What follows belongs to an exercise in optimizing a design on an open flow for small area; a production flow would make more cautious choices.
Only simulation tests tie the RTL to the original design; equivalence was not proved.
Power and IR drop assume default switching activity.

==> design.v <==
module vga_logic(
    input wire reset,
    input wire [1:0] count, input wire pixel_strobe,
    input wire [5:0] hq, input wire [4:0] hr, input wire [4:0] vq, input wire [4:0] vr,
    input wire cpu_isAttacking, input wire [3:0] p1_health_out, input wire [3:0] cpu_health_out, input wire [3:0] keyboard_input,
    output wire [1:0] count_n, output wire pixel_strobe_n,
    output wire [5:0] hq_n, output wire [4:0] hr_n, output wire [4:0] vq_n, output wire [4:0] vr_n,
    output wire hSync, output wire vSync, output wire [11:0] VGA
);
wire new_n78, new_n79, new_n80, new_n83, new_n84, new_n85, new_n86,
    new_n87, new_n88, new_n89, new_n90, new_n92, new_n93, new_n94, new_n96,
    new_n97, new_n98, new_n99, new_n101, new_n102, new_n103, new_n104,
    new_n105, new_n106, new_n107, new_n108, new_n109, new_n110, new_n111,
    new_n112, new_n113, new_n114, new_n115, new_n116, new_n117, new_n118,
    new_n120, new_n121, new_n122, new_n123, new_n125, new_n126, new_n127,
    new_n129, new_n130, new_n131, new_n132, new_n134, new_n135, new_n136,
    new_n138, new_n139, new_n140, new_n141, new_n143, new_n144, new_n145,
    new_n147, new_n148, new_n149, new_n150, new_n152, new_n153, new_n154,
    new_n155, new_n156, new_n157, new_n158, new_n159, new_n161, new_n162,
    new_n163, new_n164, new_n165, new_n166, new_n167, new_n168, new_n169,
    new_n170, new_n171, new_n172, new_n173, new_n174, new_n175, new_n176,
    new_n177, new_n178, new_n179, new_n180, new_n182, new_n183, new_n184,
    new_n185, new_n186, new_n187, new_n189, new_n190, new_n191, new_n192,
    new_n193, new_n195, new_n196, new_n197, new_n199, new_n200, new_n201,
    new_n203, new_n204, new_n206, new_n207, new_n208, new_n209, new_n211,
    new_n212, new_n213, new_n215, new_n216, new_n217, new_n218, new_n219,
    new_n221, new_n222, new_n223, new_n224, new_n225, new_n226, new_n227,
    new_n228, new_n229, new_n230, new_n231, new_n232, new_n233, new_n234,
    new_n235, new_n236, new_n237, new_n238, new_n239, new_n240, new_n241,
    new_n242, new_n243, new_n244, new_n245, new_n246, new_n247, new_n249,
    new_n250, new_n251, new_n252, new_n254, new_n255, new_n256, new_n257,
    new_n258, new_n259, new_n260, new_n261, new_n262, new_n263, new_n264,
    new_n265, new_n266, new_n267, new_n268, new_n269, new_n270, new_n271,
    new_n272, new_n273, new_n274, new_n275, new_n276, new_n277, new_n278,
    new_n279, new_n280, new_n281, new_n282, new_n283, new_n284, new_n285,
    new_n286, new_n287, new_n288, new_n289, new_n290, new_n291, new_n292,
    new_n293, new_n294, new_n295, new_n296, new_n297, new_n298, new_n299,
    new_n300, new_n301, new_n302, new_n303, new_n304, new_n305, new_n306,
    new_n307, new_n308, new_n309, new_n310, new_n311, new_n312, new_n313,
    new_n314, new_n315, new_n316, new_n317, new_n318, new_n319, new_n320,
    new_n321, new_n322, new_n323, new_n324, new_n325, new_n326, new_n327,
    new_n328, new_n329, new_n330, new_n331, new_n332, new_n333, new_n334,
    new_n335, new_n336, new_n337, new_n338, new_n339, new_n340, new_n341,
    new_n342, new_n343, new_n344, new_n345, new_n346, new_n347, new_n348,
    new_n349, new_n350, new_n351, new_n352, new_n353, new_n354, new_n355,
    new_n356, new_n357, new_n358, new_n359, new_n360, new_n361, new_n362,
    new_n363, new_n364, new_n365, new_n366, new_n367, new_n368, new_n369,
    new_n370, new_n371, new_n372, new_n373, new_n374, new_n375, new_n376,
    new_n377, new_n378, new_n379, new_n380, new_n381, new_n382, new_n383,
    new_n384, new_n385, new_n386, new_n387, new_n388, new_n389, new_n390,
    new_n391, new_n392, new_n393, new_n394, new_n395, new_n396, new_n397,
    new_n398, new_n399, new_n400, new_n401, new_n402, new_n403, new_n404,
    new_n405, new_n406, new_n407, new_n408, new_n409, new_n410, new_n411,
    new_n412, new_n413, new_n414, new_n415, new_n416, new_n417, new_n418,
    new_n419, new_n420, new_n421, new_n422, new_n423, new_n424, new_n425,
    new_n426, new_n427, new_n428, new_n429, new_n430, new_n431, new_n432,
    new_n433, new_n434, new_n435, new_n436, new_n437, new_n438, new_n439,
    new_n440, new_n441, new_n442, new_n443, new_n444, new_n445, new_n446,
    new_n447, new_n448, new_n449, new_n450, new_n451, new_n452, new_n453,
    new_n454, new_n455, new_n456, new_n457, new_n458, new_n459, new_n460,
    new_n461, new_n462, new_n463, new_n464, new_n465, new_n466, new_n467,
    new_n468, new_n469, new_n470, new_n471, new_n472, new_n473, new_n474,
    new_n475, new_n476, new_n477, new_n478, new_n479, new_n480, new_n481,
    new_n482, new_n483, new_n484, new_n485, new_n486, new_n487, new_n488,
    new_n489, new_n490, new_n491, new_n492, new_n493, new_n494, new_n495,
    new_n496, new_n497, new_n498, new_n499, new_n500, new_n501, new_n502,
    new_n503, new_n504, new_n505, new_n506, new_n507, new_n508, new_n509,
    new_n510, new_n511, new_n512, new_n513, new_n514, new_n515, new_n516,
    new_n517, new_n518, new_n519, new_n520, new_n521, new_n522, new_n523,
    new_n524, new_n525, new_n526, new_n527, new_n528, new_n529, new_n530,
    new_n531, new_n532, new_n533, new_n534, new_n535, new_n536, new_n537,
    new_n538, new_n539, new_n540, new_n541, new_n542, new_n543, new_n544,
    new_n545, new_n546, new_n547, new_n548, new_n549, new_n550, new_n551,
    new_n552, new_n553, new_n554, new_n555, new_n556, new_n557, new_n558,
    new_n559, new_n560, new_n561, new_n562, new_n563, new_n564, new_n565,
    new_n566, new_n567, new_n568, new_n569, new_n570, new_n571, new_n572,
    new_n573, new_n574, new_n575, new_n576, new_n577, new_n578, new_n579,
    new_n580, new_n581, new_n582, new_n583, new_n584, new_n585, new_n586,
    new_n587, new_n588, new_n589, new_n590, new_n591, new_n592, new_n593,
    new_n594, new_n595, new_n596, new_n597, new_n598, new_n599, new_n600,
    new_n601, new_n602, new_n603, new_n604, new_n605, new_n606, new_n607,
    new_n608, new_n609, new_n610, new_n611, new_n612, new_n613, new_n614,
    new_n615, new_n616, new_n617, new_n618, new_n619, new_n620, new_n621,
    new_n622, new_n623, new_n624, new_n625, new_n626, new_n627, new_n628,
    new_n629, new_n630, new_n631, new_n632, new_n633, new_n634, new_n635,
    new_n636, new_n637, new_n638, new_n639, new_n640, new_n641, new_n642,
    new_n643, new_n644, new_n645, new_n646, new_n647, new_n648, new_n649,
    new_n650, new_n651, new_n652, new_n653, new_n654, new_n655, new_n656,
    new_n657, new_n658, new_n659, new_n660, new_n661, new_n662, new_n663,
    new_n664, new_n665, new_n666, new_n667, new_n668, new_n669, new_n670,
    new_n671, new_n672, new_n673, new_n674, new_n675, new_n676, new_n677,
    new_n678, new_n679, new_n680, new_n681, new_n682, new_n683, new_n685,
    new_n686, new_n687, new_n688, new_n690, new_n691, new_n692, new_n693,
    new_n694, new_n695, new_n696, new_n697, new_n698, new_n699, new_n700,
    new_n701, new_n702, new_n703, new_n704, new_n705, new_n706, new_n707,
    new_n708, new_n709, new_n710, new_n711, new_n712, new_n713, new_n714,
    new_n715, new_n716, new_n717, new_n718, new_n719, new_n720, new_n721,
    new_n722, new_n723, new_n724, new_n725, new_n726, new_n727, new_n728,
    new_n729, new_n730, new_n731, new_n732, new_n733, new_n734, new_n735,
    new_n736, new_n738, new_n739, new_n740, new_n741, new_n742, new_n743,
    new_n744, new_n745, new_n746, new_n747, new_n748, new_n750, new_n752,
    new_n753, new_n754, new_n755, new_n756, new_n758, new_n759, new_n760,
    new_n761, new_n762, new_n765, new_n766, new_n767, new_n768, new_n769,
    new_n770, new_n771, new_n772, new_n774, new_n775, new_n776, new_n777,
    new_n778, new_n779, new_n781, new_n782, new_n784, new_n785;
  assign count_n[0] = ~reset & ~count[0];
  assign new_n78 = count[0] & count[1];
  assign new_n79 = ~count[0] & ~count[1];
  assign new_n80 = ~reset & ~new_n79;
  assign count_n[1] = ~new_n78 & new_n80;
  assign pixel_strobe_n = reset | ~new_n78;
  assign new_n83 = ~hr[0] & ~hr[1];
  assign new_n84 = ~pixel_strobe & new_n83;
  assign new_n85 = hr[2] & ~hr[3];
  assign new_n86 = new_n84 & new_n85;
  assign new_n87 = hr[4] & new_n86;
  assign new_n88 = hq[0] & ~new_n87;
  assign new_n89 = ~hq[0] & new_n87;
  assign new_n90 = ~new_n88 & ~new_n89;
  assign hq_n[0] = ~reset & ~new_n90;
  assign new_n92 = hq[1] & new_n89;
  assign new_n93 = ~hq[1] & ~new_n89;
  assign new_n94 = ~new_n92 & ~new_n93;
  assign hq_n[1] = reset | new_n94;
  assign new_n96 = ~hq[2] & ~new_n92;
  assign new_n97 = hq[1] & hq[2];
  assign new_n98 = new_n89 & new_n97;
  assign new_n99 = ~new_n96 & ~new_n98;
  assign hq_n[2] = reset | new_n99;
  assign new_n101 = ~hr[2] & hr[3];
  assign new_n102 = ~hr[4] & ~new_n101;
  assign new_n103 = ~hq[0] & ~hq[4];
  assign new_n104 = new_n97 & new_n103;
  assign new_n105 = ~new_n102 & new_n104;
  assign new_n106 = hr[1] & ~hr[4];
  assign new_n107 = ~hq[3] & ~new_n106;
  assign new_n108 = new_n105 & new_n107;
  assign new_n109 = ~hq[5] & ~new_n108;
  assign new_n110 = ~hq[3] & new_n109;
  assign new_n111 = hr[0] & new_n106;
  assign new_n112 = new_n105 & ~new_n111;
  assign new_n113 = ~pixel_strobe & new_n112;
  assign new_n114 = new_n110 & new_n113;
  assign new_n115 = ~reset & ~new_n114;
  assign new_n116 = hq[3] & ~new_n98;
  assign new_n117 = ~hq[3] & new_n98;
  assign new_n118 = ~new_n116 & ~new_n117;
  assign hq_n[3] = ~new_n115 | ~new_n118;
  assign new_n120 = hq[4] & ~new_n117;
  assign new_n121 = ~hq[3] & ~hq[4];
  assign new_n122 = new_n98 & new_n121;
  assign new_n123 = ~new_n120 & ~new_n122;
  assign hq_n[4] = ~reset & ~new_n123;
  assign new_n125 = ~hq[5] & new_n122;
  assign new_n126 = hq[5] & ~new_n122;
  assign new_n127 = new_n115 & ~new_n126;
  assign hq_n[5] = new_n125 | ~new_n127;
  assign new_n129 = ~hr[0] & ~new_n114;
  assign new_n130 = ~reset & ~new_n129;
  assign new_n131 = ~pixel_strobe & ~new_n130;
  assign new_n132 = pixel_strobe & new_n130;
  assign hr_n[0] = new_n131 | new_n132;
  assign new_n134 = ~reset & ~hr[1];
  assign new_n135 = ~new_n131 & new_n134;
  assign new_n136 = new_n131 & ~new_n134;
  assign hr_n[1] = ~new_n135 & ~new_n136;
  assign new_n138 = ~hr[2] & new_n84;
  assign new_n139 = new_n84 & ~new_n87;
  assign new_n140 = hr[2] & ~new_n139;
  assign new_n141 = ~new_n138 & ~new_n140;
  assign hr_n[2] = ~reset & ~new_n141;
  assign new_n143 = ~hr[3] & ~new_n138;
  assign new_n144 = hr[3] & new_n138;
  assign new_n145 = ~new_n143 & ~new_n144;
  assign hr_n[3] = reset | new_n145;
  assign new_n147 = hr[4] & new_n144;
  assign new_n148 = ~hr[4] & ~new_n144;
  assign new_n149 = ~reset & ~new_n86;
  assign new_n150 = ~new_n148 & new_n149;
  assign hr_n[4] = ~new_n147 & new_n150;
  assign new_n152 = vr[2] & ~vr[3];
  assign new_n153 = ~vr[4] & new_n152;
  assign new_n154 = vr[0] & vr[1];
  assign new_n155 = new_n114 & new_n154;
  assign new_n156 = new_n153 & new_n155;
  assign new_n157 = vq[0] & ~new_n156;
  assign new_n158 = ~vq[0] & new_n156;
  assign new_n159 = ~new_n157 & ~new_n158;
  assign vq_n[0] = ~reset & ~new_n159;
  assign new_n161 = vq[1] & ~new_n158;
  assign new_n162 = ~vq[0] & ~vq[1];
  assign new_n163 = ~vr[2] & vr[3];
  assign new_n164 = vr[4] & ~new_n163;
  assign new_n165 = new_n162 & ~new_n164;
  assign new_n166 = ~vq[2] & vq[3];
  assign new_n167 = ~vq[4] & new_n166;
  assign new_n168 = ~new_n165 & new_n167;
  assign new_n169 = ~vq[2] & ~vr[3];
  assign new_n170 = vr[4] & new_n169;
  assign new_n171 = ~vq[0] & vq[1];
  assign new_n172 = vq[0] & ~vq[2];
  assign new_n173 = ~new_n171 & ~new_n172;
  assign new_n174 = ~new_n170 & new_n173;
  assign new_n175 = new_n154 & new_n174;
  assign new_n176 = new_n168 & new_n175;
  assign new_n177 = ~reset & ~new_n176;
  assign new_n178 = ~new_n115 & ~new_n177;
  assign new_n179 = new_n156 & new_n162;
  assign new_n180 = ~new_n178 & ~new_n179;
  assign vq_n[1] = new_n161 | ~new_n180;
  assign new_n182 = ~vq[1] & vq[2];
  assign new_n183 = vq[1] & ~vq[2];
  assign new_n184 = ~new_n182 & ~new_n183;
  assign new_n185 = new_n158 & ~new_n184;
  assign new_n186 = ~vq[2] & ~new_n158;
  assign new_n187 = ~reset & ~new_n186;
  assign vq_n[2] = ~new_n185 & new_n187;
  assign new_n189 = vq[2] & ~vq[3];
  assign new_n190 = new_n179 & new_n189;
  assign new_n191 = vq[3] & ~new_n179;
  assign new_n192 = ~new_n166 & ~new_n191;
  assign new_n193 = ~new_n190 & new_n192;
  assign vq_n[3] = ~new_n178 & ~new_n193;
  assign new_n195 = vq[4] & new_n190;
  assign new_n196 = ~vq[4] & ~new_n190;
  assign new_n197 = ~reset & ~new_n196;
  assign vq_n[4] = ~new_n195 & new_n197;
  assign new_n199 = vr[0] & new_n114;
  assign new_n200 = ~vr[0] & ~new_n114;
  assign new_n201 = ~new_n199 & ~new_n200;
  assign vr_n[0] = ~new_n177 | new_n201;
  assign new_n203 = ~vr[1] & ~new_n199;
  assign new_n204 = ~new_n155 & ~new_n203;
  assign vr_n[1] = ~new_n177 | new_n204;
  assign new_n206 = ~vr[2] & new_n155;
  assign new_n207 = vr[2] & ~new_n155;
  assign new_n208 = ~new_n153 & ~new_n207;
  assign new_n209 = ~new_n206 & new_n208;
  assign vr_n[2] = ~reset & ~new_n209;
  assign new_n211 = ~vr[3] & ~new_n206;
  assign new_n212 = new_n155 & new_n163;
  assign new_n213 = ~new_n178 & ~new_n212;
  assign vr_n[3] = ~new_n211 & new_n213;
  assign new_n215 = ~vr[4] & ~new_n212;
  assign new_n216 = vr[4] & new_n212;
  assign new_n217 = ~new_n215 & ~new_n216;
  assign new_n218 = new_n152 & new_n155;
  assign new_n219 = ~reset & ~new_n218;
  assign vr_n[4] = new_n217 | ~new_n219;
  assign new_n221 = ~hr[4] & new_n85;
  assign new_n222 = ~hr[3] & new_n111;
  assign new_n223 = ~hq[4] & ~new_n222;
  assign new_n224 = ~new_n221 & new_n223;
  assign new_n225 = hq[0] & ~new_n224;
  assign new_n226 = ~hq[4] & ~new_n225;
  assign new_n227 = ~hq[1] & ~new_n226;
  assign new_n228 = ~hq[4] & ~new_n227;
  assign new_n229 = hq[2] & ~new_n228;
  assign new_n230 = ~hq[2] & new_n228;
  assign new_n231 = ~new_n229 & ~new_n230;
  assign new_n232 = hq[1] & new_n226;
  assign new_n233 = ~new_n227 & ~new_n232;
  assign new_n234 = ~hq[0] & ~new_n221;
  assign new_n235 = new_n223 & new_n234;
  assign new_n236 = ~new_n225 & ~new_n235;
  assign new_n237 = new_n233 & new_n236;
  assign new_n238 = hr[0] & hr[1];
  assign new_n239 = hr[3] & ~new_n238;
  assign new_n240 = hq[0] & new_n102;
  assign new_n241 = ~new_n239 & new_n240;
  assign new_n242 = new_n237 & new_n241;
  assign new_n243 = ~new_n231 & new_n242;
  assign new_n244 = new_n231 & ~new_n237;
  assign new_n245 = ~new_n112 & ~new_n121;
  assign new_n246 = hq[5] & ~new_n245;
  assign new_n247 = ~new_n244 & new_n246;
  assign hSync = new_n243 | ~new_n247;
  assign new_n249 = ~vr[0] & ~vr[1];
  assign new_n250 = ~new_n154 & new_n171;
  assign new_n251 = ~new_n249 & new_n250;
  assign new_n252 = new_n153 & new_n167;
  assign vSync = ~new_n251 | ~new_n252;
  assign new_n254 = ~p1_health_out[0] & ~p1_health_out[1];
  assign new_n255 = ~p1_health_out[2] & ~p1_health_out[3];
  assign new_n256 = new_n254 & new_n255;
  assign new_n257 = ~cpu_health_out[0] & ~cpu_health_out[1];
  assign new_n258 = ~cpu_health_out[2] & ~cpu_health_out[3];
  assign new_n259 = new_n257 & new_n258;
  assign new_n260 = new_n256 & ~new_n259;
  assign new_n261 = hq[4] & new_n260;
  assign new_n262 = vq[0] & ~vq[1];
  assign new_n263 = new_n162 & ~new_n236;
  assign new_n264 = ~new_n262 & ~new_n263;
  assign new_n265 = new_n233 & new_n264;
  assign new_n266 = vq[0] & ~new_n233;
  assign new_n267 = ~vq[2] & ~vq[3];
  assign new_n268 = vq[1] & new_n236;
  assign new_n269 = new_n267 & ~new_n268;
  assign new_n270 = ~new_n266 & new_n269;
  assign new_n271 = ~new_n265 & new_n270;
  assign new_n272 = new_n261 & ~new_n271;
  assign new_n273 = vq[0] & new_n236;
  assign new_n274 = ~new_n233 & ~new_n273;
  assign new_n275 = ~vq[1] & new_n166;
  assign new_n276 = new_n152 & new_n249;
  assign new_n277 = vr[4] & new_n276;
  assign new_n278 = ~vq[2] & new_n277;
  assign new_n279 = new_n162 & ~new_n278;
  assign new_n280 = new_n275 & ~new_n279;
  assign new_n281 = ~new_n256 & new_n259;
  assign new_n282 = keyboard_input[0] & keyboard_input[1];
  assign new_n283 = ~keyboard_input[0] & ~keyboard_input[1];
  assign new_n284 = ~keyboard_input[2] & ~keyboard_input[3];
  assign new_n285 = ~new_n283 & new_n284;
  assign new_n286 = ~new_n282 & new_n285;
  assign new_n287 = ~new_n281 & ~new_n286;
  assign new_n288 = hq[4] & ~new_n287;
  assign new_n289 = ~hq[4] & cpu_isAttacking;
  assign new_n290 = new_n287 & new_n289;
  assign new_n291 = ~new_n260 & ~new_n290;
  assign new_n292 = ~new_n288 & new_n291;
  assign new_n293 = vq[1] & new_n189;
  assign new_n294 = new_n277 & new_n293;
  assign new_n295 = ~vq[1] & new_n189;
  assign new_n296 = ~new_n294 & ~new_n295;
  assign new_n297 = new_n236 & ~new_n296;
  assign new_n298 = new_n292 & new_n297;
  assign new_n299 = ~new_n280 & ~new_n298;
  assign new_n300 = new_n274 & ~new_n299;
  assign new_n301 = ~hq[1] & ~hq[2];
  assign new_n302 = ~hq[4] & ~new_n301;
  assign new_n303 = ~new_n226 & ~new_n302;
  assign new_n304 = hq[3] & ~new_n303;
  assign new_n305 = ~hq[3] & new_n303;
  assign new_n306 = ~new_n304 & ~new_n305;
  assign new_n307 = ~new_n231 & new_n306;
  assign new_n308 = ~new_n300 & ~new_n307;
  assign new_n309 = ~new_n231 & new_n300;
  assign new_n310 = ~hq[4] & new_n281;
  assign new_n311 = ~new_n261 & new_n306;
  assign new_n312 = new_n237 & new_n293;
  assign new_n313 = new_n311 & ~new_n312;
  assign new_n314 = ~new_n310 & ~new_n313;
  assign new_n315 = ~new_n309 & new_n314;
  assign new_n316 = ~new_n308 & new_n315;
  assign new_n317 = ~new_n272 & new_n316;
  assign new_n318 = ~new_n231 & new_n233;
  assign new_n319 = ~vq[3] & ~new_n236;
  assign new_n320 = vq[0] & vq[3];
  assign new_n321 = ~new_n162 & ~new_n320;
  assign new_n322 = ~new_n319 & new_n321;
  assign new_n323 = vq[0] & vq[1];
  assign new_n324 = new_n267 & new_n323;
  assign new_n325 = ~new_n275 & ~new_n324;
  assign new_n326 = ~new_n166 & ~new_n295;
  assign new_n327 = new_n325 & new_n326;
  assign new_n328 = ~new_n322 & new_n327;
  assign new_n329 = new_n318 & ~new_n328;
  assign new_n330 = vq[3] & ~new_n268;
  assign new_n331 = vq[1] & ~vq[3];
  assign new_n332 = ~vq[0] & ~new_n166;
  assign new_n333 = ~new_n331 & new_n332;
  assign new_n334 = ~new_n330 & new_n333;
  assign new_n335 = new_n182 & ~new_n236;
  assign new_n336 = ~new_n324 & ~new_n335;
  assign new_n337 = ~new_n233 & new_n336;
  assign new_n338 = ~new_n334 & new_n337;
  assign new_n339 = ~new_n329 & ~new_n338;
  assign new_n340 = new_n267 & new_n268;
  assign new_n341 = ~new_n339 & ~new_n340;
  assign new_n342 = ~new_n310 & new_n311;
  assign new_n343 = new_n231 & ~new_n312;
  assign new_n344 = new_n342 & ~new_n343;
  assign new_n345 = ~new_n341 & new_n344;
  assign new_n346 = vq[2] & vq[3];
  assign new_n347 = new_n162 & new_n346;
  assign new_n348 = new_n231 & new_n233;
  assign new_n349 = ~new_n292 & new_n325;
  assign new_n350 = ~new_n236 & ~new_n349;
  assign new_n351 = new_n348 & ~new_n350;
  assign new_n352 = ~new_n347 & new_n351;
  assign new_n353 = vq[0] & ~new_n236;
  assign new_n354 = ~new_n172 & new_n233;
  assign new_n355 = new_n353 & ~new_n354;
  assign new_n356 = vq[3] & new_n182;
  assign new_n357 = ~new_n237 & new_n356;
  assign new_n358 = ~new_n355 & new_n357;
  assign new_n359 = ~new_n231 & ~new_n358;
  assign new_n360 = ~new_n292 & ~new_n359;
  assign new_n361 = ~new_n352 & new_n360;
  assign new_n362 = ~new_n183 & ~new_n236;
  assign new_n363 = ~new_n361 & ~new_n362;
  assign new_n364 = ~new_n267 & ~new_n346;
  assign new_n365 = new_n279 & new_n364;
  assign new_n366 = new_n171 & ~new_n189;
  assign new_n367 = ~new_n166 & ~new_n366;
  assign new_n368 = ~new_n236 & new_n367;
  assign new_n369 = ~new_n365 & ~new_n368;
  assign new_n370 = ~new_n233 & new_n369;
  assign new_n371 = new_n231 & new_n370;
  assign new_n372 = ~new_n363 & ~new_n371;
  assign new_n373 = ~new_n347 & new_n372;
  assign new_n374 = ~new_n236 & ~new_n373;
  assign new_n375 = ~new_n261 & new_n361;
  assign new_n376 = new_n262 & new_n267;
  assign new_n377 = ~new_n231 & ~new_n376;
  assign new_n378 = ~new_n318 & ~new_n377;
  assign new_n379 = ~new_n263 & new_n267;
  assign new_n380 = new_n233 & ~new_n275;
  assign new_n381 = ~new_n379 & new_n380;
  assign new_n382 = ~vq[1] & ~vq[3];
  assign new_n383 = new_n237 & ~new_n382;
  assign new_n384 = ~new_n281 & new_n292;
  assign new_n385 = ~new_n383 & new_n384;
  assign new_n386 = ~new_n381 & new_n385;
  assign new_n387 = new_n378 & new_n386;
  assign new_n388 = ~new_n375 & ~new_n387;
  assign new_n389 = ~new_n306 & ~new_n388;
  assign new_n390 = ~new_n183 & ~new_n323;
  assign new_n391 = new_n267 & ~new_n292;
  assign new_n392 = ~new_n390 & ~new_n391;
  assign new_n393 = new_n371 & ~new_n392;
  assign new_n394 = ~new_n351 & ~new_n359;
  assign new_n395 = ~new_n393 & new_n394;
  assign new_n396 = new_n389 & new_n395;
  assign new_n397 = ~new_n374 & new_n396;
  assign new_n398 = ~new_n345 & ~new_n397;
  assign new_n399 = ~vq[3] & ~new_n390;
  assign new_n400 = ~new_n354 & new_n399;
  assign new_n401 = new_n233 & new_n347;
  assign new_n402 = new_n231 & ~new_n401;
  assign new_n403 = ~new_n400 & new_n402;
  assign new_n404 = ~vq[0] & new_n293;
  assign new_n405 = vq[0] & new_n295;
  assign new_n406 = ~new_n404 & ~new_n405;
  assign new_n407 = new_n237 & ~new_n406;
  assign new_n408 = new_n403 & ~new_n407;
  assign new_n409 = new_n293 & new_n408;
  assign new_n410 = hq[0] & new_n323;
  assign new_n411 = ~new_n171 & ~new_n410;
  assign new_n412 = ~new_n231 & new_n411;
  assign new_n413 = ~vq[3] & new_n233;
  assign new_n414 = ~vq[2] & ~new_n162;
  assign new_n415 = new_n413 & new_n414;
  assign new_n416 = ~new_n412 & new_n415;
  assign new_n417 = new_n262 & new_n413;
  assign new_n418 = ~new_n263 & ~new_n331;
  assign new_n419 = ~new_n233 & ~new_n319;
  assign new_n420 = ~new_n418 & new_n419;
  assign new_n421 = ~new_n417 & ~new_n420;
  assign new_n422 = vq[2] & ~new_n421;
  assign new_n423 = new_n171 & new_n267;
  assign new_n424 = ~new_n306 & ~new_n423;
  assign new_n425 = ~new_n422 & new_n424;
  assign new_n426 = ~new_n416 & new_n425;
  assign new_n427 = ~new_n231 & ~new_n426;
  assign new_n428 = ~new_n409 & ~new_n427;
  assign new_n429 = ~new_n162 & ~new_n340;
  assign new_n430 = ~new_n233 & ~new_n364;
  assign new_n431 = ~new_n429 & new_n430;
  assign new_n432 = ~new_n231 & new_n431;
  assign new_n433 = new_n306 & ~new_n432;
  assign new_n434 = ~vq[2] & ~new_n236;
  assign new_n435 = ~vq[0] & ~new_n236;
  assign new_n436 = vq[1] & ~new_n172;
  assign new_n437 = ~new_n435 & new_n436;
  assign new_n438 = ~new_n434 & ~new_n437;
  assign new_n439 = new_n413 & ~new_n438;
  assign new_n440 = ~new_n376 & ~new_n439;
  assign new_n441 = ~new_n273 & ~new_n434;
  assign new_n442 = new_n318 & ~new_n441;
  assign new_n443 = ~new_n440 & new_n442;
  assign new_n444 = new_n433 & ~new_n443;
  assign new_n445 = ~new_n428 & ~new_n444;
  assign new_n446 = new_n324 & new_n348;
  assign new_n447 = ~new_n445 & ~new_n446;
  assign new_n448 = new_n261 & ~new_n447;
  assign new_n449 = new_n398 & ~new_n448;
  assign new_n450 = ~new_n294 & ~new_n356;
  assign new_n451 = ~new_n348 & new_n450;
  assign new_n452 = new_n363 & ~new_n451;
  assign new_n453 = new_n264 & new_n330;
  assign new_n454 = new_n236 & ~new_n390;
  assign new_n455 = ~new_n453 & ~new_n454;
  assign new_n456 = ~new_n372 & new_n455;
  assign new_n457 = ~new_n452 & new_n456;
  assign new_n458 = new_n389 & ~new_n457;
  assign new_n459 = new_n355 & ~new_n457;
  assign new_n460 = ~new_n189 & ~new_n459;
  assign new_n461 = vq[1] & ~new_n460;
  assign new_n462 = vq[1] & vq[2];
  assign new_n463 = new_n237 & ~new_n462;
  assign new_n464 = new_n189 & ~new_n274;
  assign new_n465 = new_n162 & new_n267;
  assign new_n466 = ~new_n231 & ~new_n465;
  assign new_n467 = ~new_n464 & new_n466;
  assign new_n468 = ~new_n463 & ~new_n467;
  assign new_n469 = ~vq[2] & ~new_n331;
  assign new_n470 = ~new_n318 & new_n469;
  assign new_n471 = new_n342 & ~new_n470;
  assign new_n472 = ~new_n468 & new_n471;
  assign new_n473 = ~new_n461 & new_n472;
  assign new_n474 = ~new_n458 & ~new_n473;
  assign new_n475 = new_n233 & new_n379;
  assign new_n476 = ~new_n262 & ~new_n435;
  assign new_n477 = ~new_n233 & new_n346;
  assign new_n478 = ~new_n476 & new_n477;
  assign new_n479 = ~new_n231 & ~new_n478;
  assign new_n480 = ~new_n475 & ~new_n479;
  assign new_n481 = ~new_n162 & new_n189;
  assign new_n482 = new_n403 & ~new_n481;
  assign new_n483 = new_n440 & ~new_n482;
  assign new_n484 = new_n306 & ~new_n483;
  assign new_n485 = ~new_n480 & ~new_n484;
  assign new_n486 = ~new_n306 & ~new_n482;
  assign new_n487 = new_n480 & ~new_n486;
  assign new_n488 = new_n261 & ~new_n487;
  assign new_n489 = ~new_n485 & new_n488;
  assign new_n490 = new_n474 & ~new_n489;
  assign new_n491 = new_n166 & ~new_n353;
  assign new_n492 = new_n457 & ~new_n491;
  assign new_n493 = new_n162 & new_n278;
  assign new_n494 = new_n236 & new_n493;
  assign new_n495 = ~new_n295 & ~new_n494;
  assign new_n496 = new_n389 & new_n495;
  assign new_n497 = ~new_n492 & new_n496;
  assign new_n498 = vq[1] & new_n271;
  assign new_n499 = new_n237 & new_n414;
  assign new_n500 = new_n236 & new_n356;
  assign new_n501 = new_n325 & ~new_n346;
  assign new_n502 = new_n233 & ~new_n501;
  assign new_n503 = ~new_n500 & ~new_n502;
  assign new_n504 = ~new_n499 & new_n503;
  assign new_n505 = ~new_n378 & new_n504;
  assign new_n506 = ~new_n498 & new_n505;
  assign new_n507 = vq[1] & ~new_n441;
  assign new_n508 = ~new_n182 & new_n413;
  assign new_n509 = ~new_n507 & new_n508;
  assign new_n510 = new_n231 & ~new_n509;
  assign new_n511 = new_n342 & ~new_n510;
  assign new_n512 = ~new_n506 & new_n511;
  assign new_n513 = ~new_n497 & ~new_n512;
  assign new_n514 = new_n233 & ~new_n435;
  assign new_n515 = new_n267 & ~new_n514;
  assign new_n516 = ~new_n231 & new_n515;
  assign new_n517 = new_n433 & ~new_n516;
  assign new_n518 = hq[0] & ~hq[1];
  assign new_n519 = hq[0] & vq[0];
  assign new_n520 = ~vq[1] & ~new_n519;
  assign new_n521 = ~new_n518 & ~new_n520;
  assign new_n522 = new_n189 & ~new_n521;
  assign new_n523 = new_n424 & ~new_n522;
  assign new_n524 = new_n479 & new_n523;
  assign new_n525 = ~new_n517 & ~new_n524;
  assign new_n526 = ~new_n416 & ~new_n525;
  assign new_n527 = new_n408 & new_n525;
  assign new_n528 = new_n261 & ~new_n527;
  assign new_n529 = ~new_n526 & new_n528;
  assign new_n530 = new_n513 & ~new_n529;
  assign new_n531 = ~new_n490 & ~new_n530;
  assign new_n532 = new_n449 & ~new_n531;
  assign new_n533 = ~new_n317 & new_n532;
  assign new_n534 = ~hq[4] & new_n316;
  assign new_n535 = ~new_n532 & new_n534;
  assign new_n536 = ~hq[5] & vq[4];
  assign new_n537 = ~new_n535 & new_n536;
  assign new_n538 = ~new_n533 & new_n537;
  assign new_n539 = hq[4] & new_n317;
  assign new_n540 = new_n421 & new_n539;
  assign new_n541 = new_n490 & new_n540;
  assign new_n542 = ~new_n449 & ~new_n530;
  assign new_n543 = ~new_n317 & ~new_n542;
  assign new_n544 = ~hq[4] & ~new_n474;
  assign new_n545 = ~new_n543 & ~new_n544;
  assign new_n546 = ~new_n541 & new_n545;
  assign new_n547 = new_n538 & new_n546;
  assign new_n548 = vq[4] & new_n281;
  assign new_n549 = ~new_n83 & new_n221;
  assign new_n550 = hq[0] & new_n549;
  assign new_n551 = hq[1] & ~new_n550;
  assign new_n552 = new_n518 & new_n549;
  assign new_n553 = ~new_n551 & ~new_n552;
  assign new_n554 = ~new_n97 & ~new_n301;
  assign new_n555 = ~new_n553 & ~new_n554;
  assign new_n556 = new_n110 & new_n555;
  assign new_n557 = ~new_n231 & new_n556;
  assign new_n558 = ~new_n234 & new_n557;
  assign new_n559 = ~hq[4] & ~hq[5];
  assign new_n560 = hq[3] & new_n559;
  assign new_n561 = hq[2] & new_n560;
  assign new_n562 = new_n553 & new_n561;
  assign new_n563 = ~new_n558 & ~new_n562;
  assign new_n564 = new_n324 & ~new_n563;
  assign new_n565 = vq[0] & new_n551;
  assign new_n566 = ~hq[0] & ~new_n549;
  assign new_n567 = ~hq[1] & ~new_n566;
  assign new_n568 = ~hq[3] & new_n567;
  assign new_n569 = ~hq[2] & new_n568;
  assign new_n570 = ~new_n553 & new_n554;
  assign new_n571 = hq[2] & hq[3];
  assign new_n572 = ~new_n570 & new_n571;
  assign new_n573 = ~new_n569 & ~new_n572;
  assign new_n574 = ~new_n565 & new_n573;
  assign new_n575 = ~hq[2] & new_n574;
  assign new_n576 = new_n376 & ~new_n555;
  assign new_n577 = new_n575 & new_n576;
  assign new_n578 = ~hq[2] & new_n324;
  assign new_n579 = ~new_n570 & ~new_n578;
  assign new_n580 = ~hq[2] & ~new_n566;
  assign new_n581 = ~new_n320 & ~new_n580;
  assign new_n582 = ~new_n189 & ~new_n581;
  assign new_n583 = ~new_n262 & ~new_n356;
  assign new_n584 = hq[3] & ~new_n583;
  assign new_n585 = ~new_n582 & new_n584;
  assign new_n586 = vq[1] & new_n267;
  assign new_n587 = ~new_n580 & new_n586;
  assign new_n588 = hq[1] & new_n324;
  assign new_n589 = ~new_n347 & ~new_n588;
  assign new_n590 = ~new_n587 & new_n589;
  assign new_n591 = ~hq[3] & ~new_n590;
  assign new_n592 = ~new_n585 & ~new_n591;
  assign new_n593 = ~new_n579 & ~new_n592;
  assign new_n594 = hq[3] & ~new_n567;
  assign new_n595 = ~new_n568 & ~new_n594;
  assign new_n596 = new_n262 & new_n595;
  assign new_n597 = ~new_n171 & ~new_n596;
  assign new_n598 = ~hq[3] & ~vq[2];
  assign new_n599 = hq[3] & vq[2];
  assign new_n600 = ~new_n598 & ~new_n599;
  assign new_n601 = new_n553 & new_n600;
  assign new_n602 = ~vq[3] & ~new_n601;
  assign new_n603 = ~new_n573 & new_n602;
  assign new_n604 = ~new_n597 & new_n603;
  assign new_n605 = ~new_n593 & ~new_n604;
  assign new_n606 = ~new_n577 & new_n605;
  assign new_n607 = new_n559 & ~new_n606;
  assign new_n608 = ~new_n564 & ~new_n607;
  assign new_n609 = new_n548 & ~new_n608;
  assign new_n610 = ~new_n462 & new_n609;
  assign new_n611 = ~vq[3] & vq[4];
  assign new_n612 = new_n560 & new_n611;
  assign new_n613 = new_n301 & ~new_n410;
  assign new_n614 = new_n612 & new_n613;
  assign new_n615 = new_n260 & new_n614;
  assign new_n616 = vq[1] & new_n615;
  assign new_n617 = ~hq[3] & ~new_n580;
  assign new_n618 = ~new_n553 & new_n617;
  assign new_n619 = new_n559 & ~new_n618;
  assign new_n620 = new_n573 & new_n619;
  assign new_n621 = ~new_n557 & ~new_n620;
  assign new_n622 = new_n555 & ~new_n621;
  assign new_n623 = new_n559 & ~new_n573;
  assign new_n624 = new_n560 & new_n580;
  assign new_n625 = ~new_n553 & new_n624;
  assign new_n626 = ~new_n623 & ~new_n625;
  assign new_n627 = ~new_n622 & new_n626;
  assign new_n628 = vq[0] & new_n267;
  assign new_n629 = ~new_n553 & new_n628;
  assign new_n630 = new_n621 & new_n629;
  assign new_n631 = new_n404 & ~new_n595;
  assign new_n632 = ~new_n376 & ~new_n631;
  assign new_n633 = ~new_n630 & new_n632;
  assign new_n634 = ~new_n627 & ~new_n633;
  assign new_n635 = new_n423 & ~new_n621;
  assign new_n636 = ~hq[5] & new_n121;
  assign new_n637 = new_n576 & new_n636;
  assign new_n638 = new_n575 & new_n637;
  assign new_n639 = vq[2] & ~new_n162;
  assign new_n640 = vq[1] & ~new_n581;
  assign new_n641 = new_n639 & ~new_n640;
  assign new_n642 = ~new_n294 & ~new_n641;
  assign new_n643 = new_n560 & new_n570;
  assign new_n644 = ~new_n642 & new_n643;
  assign new_n645 = new_n347 & new_n562;
  assign new_n646 = new_n405 & ~new_n550;
  assign new_n647 = new_n624 & new_n646;
  assign new_n648 = ~new_n645 & ~new_n647;
  assign new_n649 = ~new_n644 & new_n648;
  assign new_n650 = ~new_n638 & new_n649;
  assign new_n651 = ~new_n635 & new_n650;
  assign new_n652 = ~new_n634 & new_n651;
  assign new_n653 = new_n548 & ~new_n652;
  assign new_n654 = ~new_n616 & ~new_n653;
  assign new_n655 = new_n610 & new_n654;
  assign new_n656 = ~new_n109 & ~new_n246;
  assign new_n657 = ~vr[4] & ~new_n276;
  assign new_n658 = ~vq[0] & new_n182;
  assign new_n659 = new_n657 & new_n658;
  assign new_n660 = new_n611 & new_n659;
  assign new_n661 = ~new_n168 & ~new_n660;
  assign new_n662 = ~new_n656 & ~new_n661;
  assign new_n663 = ~hq[2] & hq[3];
  assign new_n664 = hq[4] & new_n663;
  assign new_n665 = new_n518 & new_n664;
  assign new_n666 = ~hq[5] & ~new_n665;
  assign new_n667 = new_n262 & ~new_n657;
  assign new_n668 = ~new_n423 & new_n611;
  assign new_n669 = ~new_n174 & new_n668;
  assign new_n670 = ~new_n667 & new_n669;
  assign new_n671 = new_n666 & new_n670;
  assign new_n672 = ~vr[2] & new_n154;
  assign new_n673 = ~vr[3] & ~new_n672;
  assign new_n674 = vr[4] & ~new_n673;
  assign new_n675 = ~vr[1] & new_n153;
  assign new_n676 = vq[1] & ~new_n675;
  assign new_n677 = ~new_n674 & new_n676;
  assign new_n678 = new_n97 & new_n121;
  assign new_n679 = ~new_n241 & new_n678;
  assign new_n680 = ~new_n677 & ~new_n679;
  assign new_n681 = new_n671 & new_n680;
  assign new_n682 = ~new_n662 & ~new_n681;
  assign new_n683 = ~new_n655 & new_n682;
  assign VGA[6] = new_n547 | ~new_n683;
  assign new_n685 = vq[3] & ~new_n659;
  assign new_n686 = vq[4] & ~new_n685;
  assign new_n687 = new_n109 & new_n679;
  assign new_n688 = new_n686 & new_n687;
  assign VGA[0] = VGA[6] | new_n688;
  assign new_n690 = ~new_n490 & new_n536;
  assign new_n691 = ~hq[4] & ~new_n316;
  assign new_n692 = new_n690 & new_n691;
  assign new_n693 = new_n449 & ~new_n691;
  assign new_n694 = ~new_n530 & ~new_n693;
  assign new_n695 = ~new_n449 & new_n691;
  assign new_n696 = new_n530 & ~new_n539;
  assign new_n697 = ~new_n695 & new_n696;
  assign new_n698 = ~new_n694 & ~new_n697;
  assign new_n699 = new_n490 & new_n536;
  assign new_n700 = ~hq[4] & ~new_n513;
  assign new_n701 = ~new_n539 & ~new_n700;
  assign new_n702 = new_n398 & ~new_n701;
  assign new_n703 = new_n699 & new_n702;
  assign new_n704 = ~new_n693 & new_n701;
  assign new_n705 = new_n693 & ~new_n701;
  assign new_n706 = ~new_n704 & ~new_n705;
  assign new_n707 = new_n690 & new_n706;
  assign new_n708 = ~new_n703 & ~new_n707;
  assign new_n709 = ~new_n698 & ~new_n708;
  assign new_n710 = ~new_n688 & ~new_n709;
  assign new_n711 = ~new_n692 & ~new_n710;
  assign new_n712 = vq[0] & new_n567;
  assign new_n713 = ~new_n184 & new_n281;
  assign new_n714 = new_n612 & new_n713;
  assign new_n715 = ~new_n712 & new_n714;
  assign new_n716 = ~new_n555 & new_n715;
  assign new_n717 = new_n574 & new_n716;
  assign new_n718 = ~new_n609 & ~new_n717;
  assign new_n719 = ~new_n323 & ~new_n639;
  assign new_n720 = new_n615 & ~new_n719;
  assign new_n721 = ~new_n550 & new_n567;
  assign new_n722 = new_n623 & ~new_n721;
  assign new_n723 = new_n404 & ~new_n722;
  assign new_n724 = hq[1] & new_n294;
  assign new_n725 = new_n580 & new_n724;
  assign new_n726 = ~new_n723 & ~new_n725;
  assign new_n727 = ~new_n627 & ~new_n726;
  assign new_n728 = ~new_n622 & ~new_n722;
  assign new_n729 = new_n405 & ~new_n728;
  assign new_n730 = ~new_n637 & ~new_n729;
  assign new_n731 = ~new_n727 & new_n730;
  assign new_n732 = new_n548 & ~new_n731;
  assign new_n733 = ~new_n720 & ~new_n732;
  assign new_n734 = new_n718 & ~new_n733;
  assign new_n735 = new_n654 & new_n734;
  assign new_n736 = new_n682 & ~new_n735;
  assign VGA[1] = new_n711 | ~new_n736;
  assign new_n738 = ~new_n654 & new_n718;
  assign new_n739 = ~VGA[0] & ~new_n738;
  assign new_n740 = new_n698 & new_n699;
  assign new_n741 = ~new_n693 & new_n697;
  assign new_n742 = new_n690 & new_n741;
  assign new_n743 = ~new_n740 & ~new_n742;
  assign new_n744 = new_n449 & ~new_n743;
  assign new_n745 = ~new_n692 & ~new_n744;
  assign new_n746 = new_n708 & new_n743;
  assign new_n747 = new_n745 & ~new_n746;
  assign new_n748 = ~new_n532 & new_n747;
  assign VGA[2] = ~new_n739 | new_n748;
  assign new_n750 = ~new_n734 & ~new_n747;
  assign VGA[3] = ~new_n739 | ~new_n750;
  assign new_n752 = ~new_n717 & new_n733;
  assign new_n753 = new_n609 & new_n752;
  assign new_n754 = ~new_n654 & ~new_n734;
  assign new_n755 = ~new_n753 & new_n754;
  assign new_n756 = new_n736 & ~new_n755;
  assign VGA[4] = ~new_n708 | ~new_n756;
  assign new_n758 = ~new_n538 & new_n718;
  assign new_n759 = new_n542 & new_n692;
  assign new_n760 = new_n743 & ~new_n759;
  assign new_n761 = new_n682 & ~new_n738;
  assign new_n762 = new_n760 & new_n761;
  assign VGA[5] = ~new_n758 | ~new_n762;
  assign VGA[7] = ~new_n750 | ~new_n761;
  assign new_n765 = ~new_n666 & new_n686;
  assign new_n766 = ~new_n656 & new_n765;
  assign new_n767 = new_n682 & ~new_n766;
  assign new_n768 = new_n532 & new_n690;
  assign new_n769 = new_n317 & new_n768;
  assign new_n770 = new_n767 & ~new_n769;
  assign new_n771 = ~new_n735 & ~new_n752;
  assign new_n772 = new_n760 & ~new_n771;
  assign VGA[8] = ~new_n770 | ~new_n772;
  assign new_n774 = ~new_n530 & ~new_n745;
  assign new_n775 = ~new_n738 & ~new_n752;
  assign new_n776 = ~new_n766 & ~new_n775;
  assign new_n777 = ~new_n703 & new_n776;
  assign new_n778 = ~new_n768 & new_n777;
  assign new_n779 = ~new_n774 & new_n778;
  assign VGA[9] = VGA[6] | ~new_n779;
  assign new_n781 = ~new_n610 & new_n767;
  assign new_n782 = new_n654 & new_n781;
  assign VGA[10] = new_n538 | ~new_n782;
  assign new_n784 = ~VGA[2] & ~new_n758;
  assign new_n785 = new_n745 & new_n770;
  assign VGA[11] = new_n784 | ~new_n785;
endmodule
module vga_display(
    input wire clk, reset,
    input cpu_isAttacking,
    input wire [3:0] p1_health_out, cpu_health_out,
    input wire [3:0] keyboard_input,
    output wire hSync, vSync,
    output wire [11:0] VGA
    );
    reg [1:0] count;
    reg pixel_strobe;
    reg [5:0] hq;
    reg [4:0] hr, vq, vr;
    wire [1:0] count_n;
    wire pixel_strobe_n;
    wire [5:0] hq_n;
    wire [4:0] hr_n, vq_n, vr_n;
    always @(posedge clk) begin
        count <= count_n;
        pixel_strobe <= pixel_strobe_n;
        hq <= hq_n;
        hr <= hr_n;
        vq <= vq_n;
        vr <= vr_n;
    end
    vga_logic logic_i (.reset(reset), .count(count), .pixel_strobe(pixel_strobe),
        .hq(hq), .hr(hr), .vq(vq), .vr(vr),
        .cpu_isAttacking(cpu_isAttacking), .p1_health_out(p1_health_out), .cpu_health_out(cpu_health_out),
        .keyboard_input(keyboard_input),
        .count_n(count_n), .pixel_strobe_n(pixel_strobe_n), .hq_n(hq_n), .hr_n(hr_n), .vq_n(vq_n), .vr_n(vr_n),
        .hSync(hSync), .vSync(vSync), .VGA(VGA));
endmodule
==> flow/run.sh <==
#!/bin/bash
# Own layout flow: the standard ORFS flow (standard.sh), unchanged except that the
# technology-mapping ABC call of the standard synthesis uses an area-oriented script
# (flow/abc_area_own.script) instead of ORFS's delay-oriented one. Registers, their names and
# cell types are those of the standard synthesis. Ports are buffered as in the standard flow, with
# the smallest buffer (buf_1) instead of ORFS's default choice. ORFS writes each tool's log under
# orfs/logs/; make's own output goes to flow_make.log here.
set -euo pipefail
W=$(pwd)
{
  echo "proc abc {args} {"
  echo "  set i [lsearch -exact \$args -script]"
  echo "  if {\$i >= 0} { lset args [expr {\$i + 1}] $W/flow/abc_area_own.script }"
  echo "  yosys abc {*}\$args"
  echo "}"
  cat "$W/synth_recipe.tcl"
} > "$W/own_synth.tcl"
sed "s#SYNTH_SCRIPT=[^ ]*#SYNTH_SCRIPT=$W/own_synth.tcl#" "$W/standard.sh" > "$W/own_standard.sh"
grep -q "SYNTH_SCRIPT=$W/own_synth.tcl" "$W/own_standard.sh"
export BUFFER_PORTS_ARGS="-buffer_cell sky130_fd_sc_hd__buf_1"
bash "$W/own_standard.sh" > "$W/flow_make.log" 2>&1
==> flow/abc_area_own.script <==
strash
dch -f
amap
topo
==> standard.sh <==
#!/bin/bash
# synth_recipe.tcl (not shown) runs the flow's synth.tcl, then flattens the netlist and writes it again
# the make line also repeats each setting of config.mk as NAME=value (left out here)
make -C /OpenROAD-flow-scripts/flow DESIGN_CONFIG=/design/flow/config.mk WORK_HOME=/design/flow/orfs CLKGATE_MAP_FILE= SYNTH_SCRIPT=/design/flow/synth_recipe.tcl "${@:-finish}"
==> config.mk <==
export PLATFORM = sky130hd
export DESIGN_NAME = vga_display
export DESIGN_NICKNAME = vga_display
export VERILOG_FILES = /design/flow/design.v
export SDC_FILE = /design/flow/constraint.sdc
export NUM_CORES = 4
export LEC_CHECK = 0
export CAP_MARGIN = 20
export CORE_MARGIN = 2
export CORE_UTILIZATION = 50
export CTS_BUF_LIST = sky130_fd_sc_hd__clkbuf_8
export PLACE_DENSITY = 0.6
export SLEW_MARGIN = 20
==> constraint.sdc <==
create_clock -name core_clock -period 10.0 [get_ports {clk}]
set_input_delay 2.0000 -clock core_clock [delete_from_list [all_inputs] [get_ports {clk}]]
set_output_delay 2.0000 -clock core_clock [all_outputs]
set_load 0.01 [all_outputs]
==> notes.md <==
[power by group through the flow]
stage / Clock [mW] / Combinational, mW / Sequential (mW)
CTS: 0.0858 / 0.0503 / 0.0997
detailed placement: 0 / 0.0499 / 0.102
floorplan: 0 / 0.0340 / 0.101
global route: 0.0898 / 0.0573 / 0.100
global placement: 0 / 0.0497 / 0.102
finish: 0.0858 / 0.0516 / 0.0999
[flip-flops by register name (all words and copies together), names as in the netlist]
register      count
count             2
hq                6
hr                5
pixel_strobe      1
vq                5
vr                5
[area by class of cell]
type                            instances  share of cell area [%]
Multi-Input combinational cell        397                   68.93
Sequential cell                        24                   14.79
Inverter                               63                   7.278
Timing Repair Buffer                   31                   3.928
Tap cell                               75                   2.888
Clock buffer                            3                   1.271
Clock inverter                          1                  0.9241
[through the flow]
step / hold slack, ps / utilization (%) / instance area (µm²)
after global routing: 465.4 / 55.87 / 3249
after CTS: 454.1 / 55.85 / 3248
after floorplan: 394.2 / - / 2955
after global placement: 406.1 / 54.63 / 3177
final: 444.6 / 55.87 / 3249
after detailed placement: 434.1 / 54.63 / 3177
[cell usage after synthesis (4+ instances only)]
cell type  count  area (µm²)
nand3_1       14       70.07
a211oi_1       5       37.54
a21oi_1       22       110.1
o22ai_1        4       25.02
clkinv_1      63       236.5
dfxtp_1       24       480.5
or2_0          9       56.30
o311ai_0       4       35.03
nand2_1       50       187.7
a31oi_1       22       137.6
o21a_1         4       30.03
o32ai_1        4       35.03
o221ai_1       6       52.55
a2111oi_0      5       43.79
nor3_1        22       110.1
ha_1          18       225.2
nor4_1         7       43.79
o21ai_0       42       210.2
or3_1         11       68.82
nor2_1       102       382.9
[cell families after synthesis]
group / share of synthesized area [%]
flip-flops: 16.26
adder cells (fa/ha/maj): 7.621
AO/OA/AOI/OAI: 34.04
AND/OR/NAND/NOR: 34.08
buffers and inverters: 8.002
[cell usage in the layout (no fill, tap or decap), types with 5 or more instances in the layout]
cell type  Yosys  layout
nand3_1       14      14
a211oi_1       5       5
ha_1          18      18
nor2_1       102     102
nand2_1       50      50
nor3_1        22      22
o221ai_1       6       6
or3_1         11      11
buf_1          0      28
o21ai_0       42      42
or2_0          9       9
a21oi_1       22      22
clkinv_1      63      63
nor4_1         7       7
dfxtp_1       24      24
a31oi_1       22      22
[layer usage]
layer | GRT usage (%) | part of all wire, %
met5 | 0 | 0
met4 | 17.29 | 5.8
met3 | 4.667 | 11
met2 | 57.36 | 43
met1 | 46.39 | 40
[path summary, 6_finish.rpt]
| check | endpoint | cells after the start |
|---|---|---|
| max | VGA[11] | 23 |
| min | count[0] | 1 |
| max reg2reg | vq[4] | 12 |
| min reg2reg | count[0] | 1 |
==> summary.txt <==
Power and ir drop
  – LEAKAGE: 1.125 nW
  – Overall Power: 0.2373 mW
  – NetSw: 0.06835 mW
  – VDD IR max: 0.00008922 V
  – Clock share of power: 36.1%
  – P per Cell Area: 73.02 mW/mm²
  – Reg power frac: 42.1%
  – Switch share: 28.80%
  – Gate power share: 21.8%
  – Internal power: 0.1689 mW

Floorplan
  – Die X: 80.88 µm
  – Rows: 28
  – I/O Pins: 29
  – Die area: 0.006542 mm²
  – Die Ht: 80.88 µm
  – Effective utilization at floorplan: 50.82%
  – Total core area: 0.005816 mm²

Cells and area
  – Area grow syn2layout: 9.949%
  – Layout fillers: 632
  – Reg area: 480.5 µm²
  – Antenna Cells: 0
  – Nets: 553
  – Fraction of layout cells with a size suffix above 1: 1.349%
  – Non-Filler Instances: 594
  – Multi-input gate area: 0.002240 mm²

Clocking
  – Post-CTS setup repair buffer count: 0
  – CTS tree: built
  – Hold-fix buffers, CTS: 0
  – Post_cts resized: 0
  – H-Tree Depth: 1
  – Maximum clock insertion buffer count: 2
  – CTS sink cnt: 24
  – CTS Buf Count: 3
  – Skew-Pair Late Insertion Delay: 270 ps
  – CTS clock-pin slew for the worst setup and hold paths: 90 ps
  – Clk root buf: clkbuf_8

Global route
  – Initial antenna violation count: 0
  – Largest net degree at the start of global routing: 17
  – Grt ovf: 0
  – Total track usage: 35.46%
  – First-pass GRT wire length: 18.36 mm
  – Number of global-route vias before repair: 3768

STA
  – Skew final: 2.366 ps
  – TNS Setup: 0 ps
  – Endpoints failing hold: 0
  – Slew Limit Fails: 0
  – RSZ-0062 raised after global routing: no
  – Minimum clock period: 9373 ps
  – Final setup fails: 0
  – Worst Tran Pin Value: 902.3 ps
  – Slew margin rel.: 39.69%
  – Final setup margin: 626.6 ps
  – Period Utilization, post-route: 93.73%
  – Peak Freq: 106.7 MHz

Setup path
  – Crit path largest cell delay: 530 ps
  – CP Max Fanout: 5
  – Critical Path Source: p1_health_out[0]
  – Reg-to-reg slack, setup: 6440 ps
  – Worst Path Buf+Inv: 3
  – WP data arrival: 7370 ps
  – Delay-heaviest family, CP: compound AO/OA/AOI/OAI gates
  – WP data required: 8000 ps
  – CP Capture Type: output pin
  – Critical path, cell by cell: buf_1 > or4_1 > nand2_1 > clkinv_1 > a31oi_1 > o21ai_0 > a31oi_1 > nor2_1 > a211o_1 > o21ai_0 > a31oi_1 > a211oi_1 > nor3_1 > o32ai_1 > a31oi_1 > o21ai_0 > a311oi_1 > a221o_1 > a21o_1 > or2_0 > a21o_1 > o21ai_0 > buf_1
  – WS Path Type: input port to output pin
  – Worst r2r src: hq[4]
  – Critical Path Start Type: input port
  – Worst path slowest cell: or4_1

Worst hold path
  – Hold Startpoint: count[0]
  – Hold WC Path Type: register to register

Detailed routing
  – Via density per instance: 6.758
  – Drt first pass iters: 8
  – Via count: 4014
  – 1st-iter DRT viols: 594
  – WL/cell: 18.73 µm
  – DR DRC count: 0
  – DRT antenna net count: 0
  – DRT Wirelength: 11.13 mm

Placement
  – Dpl cells: 590
  – Port bufs: 28
  – GPL Wtd Cong: 1.017
  – DP Worst Slack: 731.8 ps
  – DP HPWL: 8.518 mm

Yosys
  – Synth Area per Inst: 6.106 µm²
  – Syn Std Cell Area: 0.002955 mm²
  – Yosys reg bits: 24
  – Asr flop ratio synth: 0%
  – Synth warn: 1
  – Sequential area share after synthesis: 16.26%
  – Main synth FF type: dfxtp_1
  – Syn Inst Count: 484
  – Number of flops mapped to enable cells by yosys: 0
  – Mapped Nets: 517
  – Yosys cell types: 41

Status
  – Status: no timing/DRC/antenna violations

Run
  – Maxcap violations: 0

## what the ideal ports hide
No port has a modelled driver above. Below, the same layout with a new extraction and two added sets of constraints. Step 1 (the two cells are an assumption about what drives the block):
set clk [get_ports {clk}]
set_driving_cell -lib_cell sky130_fd_sc_hd__clkbuf_16 $clk
set_driving_cell -lib_cell sky130_fd_sc_hd__buf_2 [delete_from_list [all_inputs] $clk]
Step 2 moves the port delays by t, midway between the first and last clock arrival at a register: inputs arrive t later, outputs are due t later. That takes back most of the time a late clock gives input paths. Slacks: ideal / step 1 / step 2; pairs: ideal / step 1.
t (ns): 0.290
slack for setup (ns): 0.627 / 0.607 / 0.607
worst setup path at the end: input to output
After both steps this run still meets setup and hold. For this run, drivers alone change the setup slack by -0.020 ns; drivers and shift together by -0.020 ns.
